This design comes from an exercise in tuning for small area on the open sky130 flow, not from production work.
In this exercise RTL edits were held to simulation tests only and were not proved equivalent to the original.
Power figures rest on the tool's default switching activity, not on a simulated workload.

==> inputs of run a <==
## pulse_system
module pulse_system (
    input         clk,
    input         reset_n,
    input  [ 1:0] avs_address,
    input         avs_write,
    input  [31:0] avs_writedata,
    output [31:0] avs_readdata,
    output        pulse_out,
    output [ 5:0] led
);
==> module pulse_system, before the edit <==
module pulse_system (
    input         clk,
    input         reset_n,
    input  [ 1:0] avs_address,
    input         avs_write,
    input  [31:0] avs_writedata,
    output [31:0] avs_readdata,
    output        pulse_out,
    output [ 5:0] led
);
  reg        start_r;    
  reg        start_q;    
  reg        d_nz;       
  reg        w_nz;       
  reg        r_ok;       
  reg [31:0] delay_q;    
  reg [31:0] width_q;    
  reg [31:0] rep_q;      
  wire wr_start = avs_write & (avs_address == 2'd0);
  wire wr_delay = avs_write & (avs_address == 2'd1);
  wire wr_width = avs_write & (avs_address == 2'd2);
  wire wr_rep   = avs_write & (avs_address == 2'd3);
  wire wd_nz    = |avs_writedata;
  always @(posedge clk or negedge reset_n) begin
    if (!reset_n) begin
      start_r <= 1'b0;
      start_q <= 1'b0;
      d_nz    <= 1'b0;
      w_nz    <= 1'b0;
      r_ok    <= 1'b0;
    end else begin
      start_q <= start_r;
      if (wr_start) start_r <= avs_writedata[0];
      if (wr_delay) d_nz <= wd_nz;
      if (wr_width) w_nz <= wd_nz;
      if (wr_rep)   r_ok <= 1'b1;
    end
  end
  always @(posedge clk) begin
    if (wr_delay) delay_q <= avs_writedata;
    if (wr_width) width_q <= avs_writedata;
    if (wr_rep)   rep_q   <= avs_writedata;
  end
  wire sel_delay = (avs_address == 2'd1) & d_nz;
  wire sel_width = (avs_address == 2'd2) & w_nz;
  wire sel_rep   = (avs_address == 2'd3) & r_ok;
  assign avs_readdata = ({32{sel_delay}} & delay_q)
                      | ({32{sel_width}} & width_q)
                      | ({32{sel_rep}}   & rep_q)
                      | {31'd0, (avs_address == 2'd0) & start_r};
  reg        dly;        
  reg        pls;        
  reg        cam;        
  reg        inf;        
  reg [31:0] cnt;        
  reg [15:0] nrep;       
  wire start_ev = start_r & ~start_q;
  wire c_one    = (cnt == 32'd1);
  wire n_one    = (nrep[15:1] == 15'd0);    
  wire r_nz     = r_ok & (|rep_q[15:0]);
  wire        load  = start_ev | c_one;
  wire        use_d = d_nz & (start_ev | pls);
  wire        use_w = ~use_d & w_nz;
  wire [31:0] ldv   = ({32{use_d}} & delay_q) | ({32{use_w}} & width_q);
  always @(posedge clk or negedge reset_n) begin
    if (!reset_n) begin
      dly <= 1'b0;
      pls <= 1'b0;
    end else if (start_ev) begin
      dly <= d_nz;
      pls <= ~d_nz & w_nz;
    end else if (c_one) begin
      dly <= pls & d_nz;
      pls <= (dly & w_nz) | (pls & ~d_nz);
    end
  end
  always @(posedge clk) begin
    cnt <= load ? ldv : cnt - 32'd1;
    if (start_ev) begin
      nrep <= rep_q[15:0];
      inf  <= ~r_nz;
      cam  <= 1'b1;
    end else if (pls & c_one) begin
      nrep <= nrep - 16'd1;
      if (n_one & ~inf) cam <= 1'b0;
    end
  end
  wire cam_dly = dly & cam;
  wire cam_pls = pls & cam;
  assign pulse_out = pls;
  assign led = {cam_pls, cam_dly, cam_pls, cam_dly, pls, dly};
endmodule
Settings: LEC_CHECK=0, CAP_MARGIN=20, CORE_MARGIN=2, CORE_UTILIZATION=40, SLEW_MARGIN=20; clock period 10.0 ns.
run.sh (not shown) runs the stock make flow with config.mk's settings and CLKGATE_MAP_FILE= SYNTH_SCRIPT=/design/flow/synth_recipe.tcl, a recipe that flattens the netlist after the stock synthesis.
==> inputs of run b, as changes to run a <==
--- a/flow/design.v
+++ b/flow/design.v
@@ -77,13 +77,12 @@
   end
   always @(posedge clk) begin
     cnt <= load ? ldv : cnt - 32'd1;
+    nrep <= start_ev ? rep_q[15:0] : nrep - {15'd0, pls & c_one};
     if (start_ev) begin
-      nrep <= rep_q[15:0];
       inf  <= ~r_nz;
       cam  <= 1'b1;
-    end else if (pls & c_one) begin
-      nrep <= nrep - 16'd1;
-      if (n_one & ~inf) cam <= 1'b0;
+    end else if (pls & c_one & n_one & ~inf) begin
+      cam  <= 1'b0;
     end
   end
   wire cam_dly = dly & cam;
==> flow/flow/run.sh (new file) <==
#!/bin/bash
# Layout flow: the standard synthesis, then its combinational logic re-mapped for area
# (flip-flops kept as they are), then the standard ORFS layout with small port buffers
# and a clock tree without dummy loads. Each tool's output goes to a log_*.log file here.
set -euo pipefail
W=$(pwd)
R=$W/orfs/results/$FLOW_PLATFORM/pulse_system/base
YOSYS=$(command -v yosys || echo "$FLOW_HOME/../tools/install/yosys/bin/yosys")
LIB=$FLOW_HOME/platforms/$FLOW_PLATFORM/lib/sky130_fd_sc_hd__tt_025C_1v80.lib

# 1. standard synthesis
bash standard.sh synth > log_1_synth.log 2>&1
cp "$R/1_2_yosys.v" "$W/std_1_2_yosys.v"

# 2. re-map the combinational logic; keep the standard netlist if this fails
if REMAP_LIB=$LIB REMAP_IN=$W/std_1_2_yosys.v REMAP_OUT=$W/remap_1_2_yosys.v \
   REMAP_SCRIPT=$W/flow/remap.abc REMAP_TOP=$FLOW_TOP \
   "$YOSYS" -c flow/remap.tcl > log_2_remap.log 2>&1; then
  cp "$W/remap_1_2_yosys.v" "$R/1_2_yosys.v"
  rm -f "$R/1_synth.odb" "$R/1_synth.sdc"
  bash standard.sh synth > log_3_synth_odb.log 2>&1
fi

# 3. layout
CTS="-sink_clustering_enable -repair_clock_nets -dont_use_dummy_load -buf_list sky130_fd_sc_hd__clkbuf_8"
bash standard.sh \
  "BUFFER_PORTS_ARGS=-buffer_cell sky130_fd_sc_hd__buf_1" \
  "CTS_ARGS=$CTS" \
  finish > log_4_layout.log 2>&1
==> flow/flow/remap.abc (new file) <==
&get -n
&deepsyn -T 60
&dch -f
&nf -a
&put
topo
==> flow/flow/remap.tcl (new file) <==
# Re-map the combinational logic of a mapped netlist; flip-flop instances are kept as they are.
yosys -import
set lib $::env(REMAP_LIB)
set in  $::env(REMAP_IN)
set out $::env(REMAP_OUT)
set script $::env(REMAP_SCRIPT)
read_verilog $in
read_liberty -ignore_miss_func $lib
# keep every sequential cell (and tie cells) as a black box
set seq {}
set fh [open $in r]; set txt [read $fh]; close $fh
foreach {m c} [regexp -all -inline {(sky130_fd_sc_hd__[a-z0-9_]+)} $txt] {
  if {[regexp {__(df|edf|sdf|dl|sedf|conb)} $c] && [lsearch $seq $c] < 0} { lappend seq $c }
}
foreach c $seq { blackbox $c }
hierarchy -top $::env(REMAP_TOP)
flatten
opt_clean
setundef -zero
abc -script $script -liberty $lib -dont_use *probe* -dont_use *lpflow*
opt_clean -purge
hilomap -singleton -hicell sky130_fd_sc_hd__conb_1 HI -locell sky130_fd_sc_hd__conb_1 LO
insbuf -buf sky130_fd_sc_hd__buf_1 A X
splitnets
opt_clean -purge
stat -liberty $lib
hierarchy -top $::env(REMAP_TOP)
write_verilog -noattr -noexpr -nohex -nodec $out
==> flow/standard.sh (new file) <==
#!/bin/bash
# synth_recipe.tcl (not shown) runs the flow's synth.tcl, then flattens the netlist and writes it again
# the make line also repeats each setting of config.mk as NAME=value (left out here)
make -C /OpenROAD-flow-scripts/flow DESIGN_CONFIG=/design/flow/config.mk WORK_HOME=/design/flow/orfs CLKGATE_MAP_FILE= SYNTH_SCRIPT=/design/flow/synth_recipe.tcl "${@:-finish}"
- CORE_UTILIZATION: 40 -> 70
removed: flow/run.sh
==> inputs of run c, as changes to run a <==
==> flow/flow/run.sh (new file) <==
#!/bin/bash
# Layout flow: the standard synthesis, then its combinational logic re-mapped for area
# (flip-flops kept as they are), then the standard ORFS layout with small port buffers
# and a clock tree without dummy loads. Each tool's output goes to a log_*.log file here.
set -euo pipefail
W=$(pwd)
R=$W/orfs/results/$FLOW_PLATFORM/pulse_system/base
YOSYS=$(command -v yosys || echo "$FLOW_HOME/../tools/install/yosys/bin/yosys")
LIB=$FLOW_HOME/platforms/$FLOW_PLATFORM/lib/sky130_fd_sc_hd__tt_025C_1v80.lib

# 1. standard synthesis
bash standard.sh synth > log_1_synth.log 2>&1
cp "$R/1_2_yosys.v" "$W/std_1_2_yosys.v"

# 2. re-map the combinational logic; keep the standard netlist if this fails
if REMAP_LIB=$LIB REMAP_IN=$W/std_1_2_yosys.v REMAP_OUT=$W/remap_1_2_yosys.v \
   REMAP_SCRIPT=$W/flow/remap.abc REMAP_TOP=$FLOW_TOP \
   "$YOSYS" -c flow/remap.tcl > log_2_remap.log 2>&1; then
  cp "$W/remap_1_2_yosys.v" "$R/1_2_yosys.v"
  rm -f "$R/1_synth.odb" "$R/1_synth.sdc"
  bash standard.sh synth > log_3_synth_odb.log 2>&1
fi

# 3. layout
CTS="-sink_clustering_enable -repair_clock_nets -dont_use_dummy_load -buf_list sky130_fd_sc_hd__clkbuf_4"
bash standard.sh \
  "BUFFER_PORTS_ARGS=-buffer_cell sky130_fd_sc_hd__buf_1" \
  "CTS_ARGS=$CTS" \
  finish > log_4_layout.log 2>&1
==> flow/flow/remap.abc (new file) <==
&get -n
&deepsyn -T 60
&dch -f
&nf -a
&put
topo
==> flow/flow/remap.tcl (new file) <==
# Re-map the combinational logic of a mapped netlist; flip-flop instances are kept as they are.
yosys -import
set lib $::env(REMAP_LIB)
set in  $::env(REMAP_IN)
set out $::env(REMAP_OUT)
set script $::env(REMAP_SCRIPT)
read_verilog $in
read_liberty -ignore_miss_func $lib
# keep every sequential cell (and tie cells) as a black box
set seq {}
set fh [open $in r]; set txt [read $fh]; close $fh
foreach {m c} [regexp -all -inline {(sky130_fd_sc_hd__[a-z0-9_]+)} $txt] {
  if {[regexp {__(df|edf|sdf|dl|sedf|conb)} $c] && [lsearch $seq $c] < 0} { lappend seq $c }
}
foreach c $seq { blackbox $c }
hierarchy -top $::env(REMAP_TOP)
flatten
opt_clean
setundef -zero
abc -script $script -liberty $lib -dont_use *probe* -dont_use *lpflow*
opt_clean -purge
hilomap -singleton -hicell sky130_fd_sc_hd__conb_1 HI -locell sky130_fd_sc_hd__conb_1 LO
insbuf -buf sky130_fd_sc_hd__buf_1 A X
splitnets
opt_clean -purge
stat -liberty $lib
hierarchy -top $::env(REMAP_TOP)
write_verilog -noattr -noexpr -nohex -nodec $out
==> flow/standard.sh (new file) <==
#!/bin/bash
# synth_recipe.tcl (not shown) runs the flow's synth.tcl, then flattens the netlist and writes it again
# the make line also repeats each setting of config.mk as NAME=value (left out here)
make -C /OpenROAD-flow-scripts/flow DESIGN_CONFIG=/design/flow/config.mk WORK_HOME=/design/flow/orfs CLKGATE_MAP_FILE= SYNTH_SCRIPT=/design/flow/synth_recipe.tcl "${@:-finish}"
removed: flow/run.sh
==> comparison table <==
Result of the run: run a timing/DRC/antenna clean; run c timing/DRC/antenna clean; run b timing/DRC/antenna clean
Buffer type at the clock tree root: run a sky130_fd_sc_hd__clkbuf_16; run c sky130_fd_sc_hd__clkbuf_4; run b sky130_fd_sc_hd__clkbuf_8
Summed instance area of the synthesized netlist: run a 6804 sq um; run c 6241 sq um; run b 6148 sq um
Layout overhead on the synthesized area: run a 24.66%; run c 11.27%; run b 11.74%
Maximum vdd drop: run a 0.1603 mV; run c 0.09352 mV; run b 0.1531 mV
Vert. Die Dim: run a 134.4 um; run c 128.9 um; run b 97.72 um
Internal power of the cells: run a 1.540 mW; run c 1.003 mW; run b 1.080 mW
Total vias in the final route: run a 4,958; run c 4,437; run b 4,686
Logic gate share of total power: run a 0.195; run c 0.208; run b 0.204
Timing startpoint of the critical path: run a avs_address[0]; run c avs_address[1]; run b avs_address[0]
Global placement routability congestion: run a 0.7960; run c 0.8441; run b 0.8778
Number of rows created at floorplan: run a 47; run c 45; run b 34
Placement Setup Slack: run a 3.565 ns; run c 4.597 ns; run b 4.694 ns
Combinational gate power: run a 0.409 mW; run c 0.303 mW; run b 0.317 mW
Power drawn by the clock network: run a 0.788 mW; run c 0.259 mW; run b 0.335 mW
Power Dens Cells: run a 247.7 nW/um^2; run c 209.2 nW/um^2; run b 226.7 nW/um^2
CLK BUF: run a 18; run c 17; run b 17
Design Power: run a 2.101 mW; run c 1.453 mW; run b 1.558 mW
Net switching power of the design: run a 0.5607 mW; run c 0.4495 mW; run b 0.4781 mW
Detailed Route Iter0 Violations: run a 683; run c 447; run b 473
Design Area, Final: run a 8482 sq um; run c 6944 sq um; run b 6870 sq um
Most repeated library cell on the critical path: run a sky130_fd_sc_hd__clkdlybuf4s50_1; run c sky130_fd_sc_hd__buf_1; run b sky130_fd_sc_hd__buf_1
First-pass GRT wire length: run a 26,540 um; run c 24,010 um; run b 23,090 um

## what the ideal ports hide
In the flow no input, the clock included, has a driving cell. The finished layouts below were timed again as built, in two steps. Step 1, drivers: a clkbuf_16 drives clk and a buf_2 each remaining input, both assumed. Step 2 also shifts input and output timing later by t, the mid clock arrival at the registers, as if the neighbouring blocks saw the same clock. Slacks: ideal / step 1 / step 2; pairs: ideal / step 1.
run	t (ns)	setup slack, ns	clock arrival spread, ns	slew at the worst register clock pin (ns)	cell pins on the clock port's net
run a	0.457	3.516 / 3.494 / 3.494	0.009 / 0.009	0.06 / 0.06	1
run b	0.469	4.680 / 4.656 / 4.656	0.043 / 0.043	0.09 / 0.09	1
run c	0.564	4.556 / 4.522 / 4.522	0.030 / 0.030	0.12 / 0.12	1
After both steps setup and hold are still met in every run listed. For run c, which loses most, drivers alone change the setup slack by -0.034 ns; drivers and shift together by -0.034 ns.
